Background: an optimization exercise with open tools, aiming at small area. Do not read the settings as production practice. The RTL was checked by simulation tests, not by an equivalence proof against the original design. The clock port is modelled as an ideal driver; clocking choices that lean on that would not hold on a real chip. Power is estimated from default activity; no workload was simulated.

==> flow/design.v <==
module test(
input rst,
input sigin,
input sysclk,
input modecontrol,
output highfreq,
output [7:0]Cathodes,
output[3:0] AN
);
assign highfreq = modecontrol;
reg iq, iqq, oq;
reg [2:0] ts;
reg tout;
wire irise = iq & ~iqq;
wire osig = modecontrol ? tout : iq;
wire orise = osig & ~oq;
always @(posedge sysclk) begin
  iqq <= iq; oq <= osig;
  if (rst) begin
    iq <= 0; ts <= 0; tout <= 0;
  end else begin
    iq <= sigin;
    if (irise) begin
      ts <= {ts[1:0], ~ts[2] & ~ts[1]};
      if (ts[2] & ~ts[1]) tout <= ~tout;
    end
  end
end
reg [6:0] p;
reg [9:0] q;
reg ph;                       
wire tick = (p == 7'd93);
wire g = (p == 7'd125) && (&q);
wire [10:0] qn = q + tick;
always @(posedge sysclk) begin
  if (rst) begin
    p <= 7'd122; q <= 10'd523; ph <= 0;
  end else begin
    p <= tick ? 7'd1 : {p[5:0], p[6] ^ p[5]};
    q <= qn[9:0] | {5'd0, qn[10], qn[10], 3'd0};
    if (g) ph <= ~ph;
  end
end
reg r;
reg [15:0] c;
wire clr = rst | (g & ph);
wire [4:0] e;
assign e[0] = r;
genvar i;
generate for (i = 0; i < 4; i = i + 1) begin : dg
  wire [3:0] b = c[4*i+3:4*i];
  wire [3:0] t;
  assign t[0] = e[i];
  assign t[1] = e[i] & b[0] & ~b[3];
  assign t[2] = e[i] & b[0] & b[1];
  assign t[3] = e[i] & b[0] & (b[3] | (b[1] & b[2]));
  assign e[i+1] = e[i] & b[0] & b[3];
  always @(posedge sysclk) c[4*i+3:4*i] <= clr ? 4'd0 : b ^ t;
end endgenerate
always @(posedge sysclk) r <= ~rst & orise & ~ph & ~g;
reg [3:0] dig;
wire [1:0] sel = q[1:0];
wire [3:0] m = sel[1] ? (sel[0] ? c[3:0] : c[15:12]) : (sel[0] ? c[11:8] : c[7:4]);
always @(posedge sysclk) dig <= rst ? 4'hF : tick ? m : dig;
wire [3:0] d = dig;
wire [6:0] seg;
assign seg[0] = (d[0] & ~d[1] & ~d[2] & ~d[3]) | (d[2] & d[3]) | (~d[0] & ~d[1] & d[2]);
assign seg[1] = (~d[0] & d[1] & d[2]) | (d[1] & d[3]) | (d[0] & ~d[1] & d[2]);
assign seg[2] = (d[1] & d[3]) | (~d[0] & d[1] & ~d[2]);
assign seg[3] = (~d[0] & ~d[1] & d[2]) | (d[0] & ~d[1] & ~d[2] & ~d[3]) | (d[0] & d[1] & d[2]);
assign seg[4] = (~d[1] & d[2]) | d[0];
assign seg[5] = (d[1] & ~d[2]) | (d[0] & ~d[2] & ~d[3]) | (d[0] & d[1]);
assign seg[6] = (~d[1] & ~d[2] & ~d[3]) | (d[0] & d[1] & d[2]);
wire blank = d[3] & d[1];
assign Cathodes = {1'b1, seg};
assign AN = {4{blank}} | ~{sel == 2'd3, sel == 2'd2, sel == 2'd1, sel == 2'd0};
endmodule
export LEC_CHECK = 0
export CAP_MARGIN = 0
export CORE_MARGIN = 2
export CORE_UTILIZATION = 40
export PLACE_DENSITY = 0.9
export SLEW_MARGIN = 0
create_clock -name core_clock -period 15.0 [get_ports {sysclk}]
standard.sh (not shown) runs the stock make flow with config.mk's settings and CLKGATE_MAP_FILE= SYNTH_SCRIPT=/design/flow/synth_recipe.tcl, a recipe that flattens the netlist after the stock synthesis.
==> flow/flow/run.sh <==
#!/bin/bash
# The standard ORFS layout (standard.sh) with these changes:
# - synthesis is standard.sh's own script (synth_recipe.tcl, unchanged) but
#   the ABC technology mapping runs the area-oriented script flow/area.abc in
#   place of ORFS's speed script (the 15 ns clock leaves ample slack);
# - before floorplanning, each gate is swapped for the smallest cell of the
#   same function (flow/downsize.tcl); repair steps size up where needed;
# - port buffers are the smallest buffer cell;
# - the clock tree is flat: four clkbuf_4 clock buffers fed by the clock
#   port, each driving the registers of one quarter of the core (flow/pre_cts.tcl;
#   TritonCTS then finds the clock already buffered and leaves it).
# Each tool's output goes to standard.log here and to ORFS's logs under orfs/.
set -euo pipefail
W=$PWD
cat > "$W/my_synth.tcl" <<EOT
# Run synth_recipe.tcl with flow/area.abc as the ABC script.
proc abc {args} {
  set i [lsearch -exact \$args -script]
  if {\$i >= 0} { lset args [expr {\$i + 1}] $W/flow/area.abc }
  yosys abc {*}\$args
}
source $W/synth_recipe.tcl
EOT
sed "s#SYNTH_SCRIPT=[^ ]*synth_recipe.tcl#SYNTH_SCRIPT=$W/my_synth.tcl#" standard.sh > my_standard.sh
grep -q "SYNTH_SCRIPT=$W/my_synth.tcl" my_standard.sh
export BUFFER_PORTS_ARGS="-buffer_cell sky130_fd_sc_hd__buf_1"
export PRE_FLOORPLAN_TCL="$W/flow/downsize.tcl"
export PRE_CTS_TCL="$W/flow/pre_cts.tcl"
bash my_standard.sh > standard.log 2>&1
Other scripts of this flow, unchanged in this note and not shown: flow/flow/area.abc, flow/flow/downsize.tcl, flow/flow/pre_cts.tcl
==> next run, changes <==
--- a/flow/design.v
+++ b/flow/design.v
@@ -35,9 +35,9 @@
 always @(posedge sysclk) begin
   if (rst) begin
     p <= 7'd122; q <= 10'd523; ph <= 0;
   end else begin
-    p <= tick ? 7'd1 : {p[5:0], p[6] ^ p[5]};
+    p <= {p[5:0], p[6] ^ p[5]} ^ ({7{tick}} & 7'b0111010);
     q <= qn[9:0] | {5'd0, qn[10], qn[10], 3'd0};
     if (g) ph <= ~ph;
   end
 end
@@ -72,6 +72,6 @@
 assign seg[5] = (d[1] & ~d[2]) | (d[0] & ~d[2] & ~d[3]) | (d[0] & d[1]);
 assign seg[6] = (~d[1] & ~d[2] & ~d[3]) | (d[0] & d[1] & d[2]);
 wire blank = d[3] & d[1];
 assign Cathodes = {1'b1, seg};
-assign AN = {4{blank}} | ~{sel == 2'd3, sel == 2'd2, sel == 2'd1, sel == 2'd0};
+assign AN = {blank | (sel != 2'd3), sel != 2'd2, sel != 2'd1, sel != 2'd0};
 endmodule
After rerunning: Clock skew stays flat; die area falls by 1.2%; sequential cell count stays the same; wire length falls by 2.9%; total power hardly moves; final area falls by 1.6%.

port drivers added, routing unchanged:
Ports are ideal in the flow. The routed layouts listed here were re-timed in OpenROAD. Step 1 (the two cells are an assumption about what drives the block):
set clk [get_ports {sysclk}]
set_driving_cell -lib_cell sky130_fd_sc_hd__clkbuf_16 $clk
set_driving_cell -lib_cell sky130_fd_sc_hd__buf_2 [delete_from_list [all_inputs] $clk]
Step 2 times the ports against the registers' clock, not the clock port: input delays grow and output delays shrink by t, the midpoint of the rising clock arrivals with the driver on. Three values: ideal, step 1, step 2; two values: the first two.
| run | shift t [ns] | slack for setup (ns) | slew at the worst register clock pin (ns) | worst slew at a driven data input, ns | cell pins on the clock port's net |
|---|---|---|---|---|---|
| the first run | 0.211 | 8.743 / 8.719 / 8.719 | 0.12 / 0.12 | 0.03 | 4 |
| the second run | 0.210 | 8.747 / 8.725 / 8.725 | 0.12 / 0.12 | 0.03 | 4 |
After both steps every run listed still meets setup and hold. The setup slack of the first run, which loses most, moves by -0.024 ns with the drivers and by -0.024 ns with both steps.
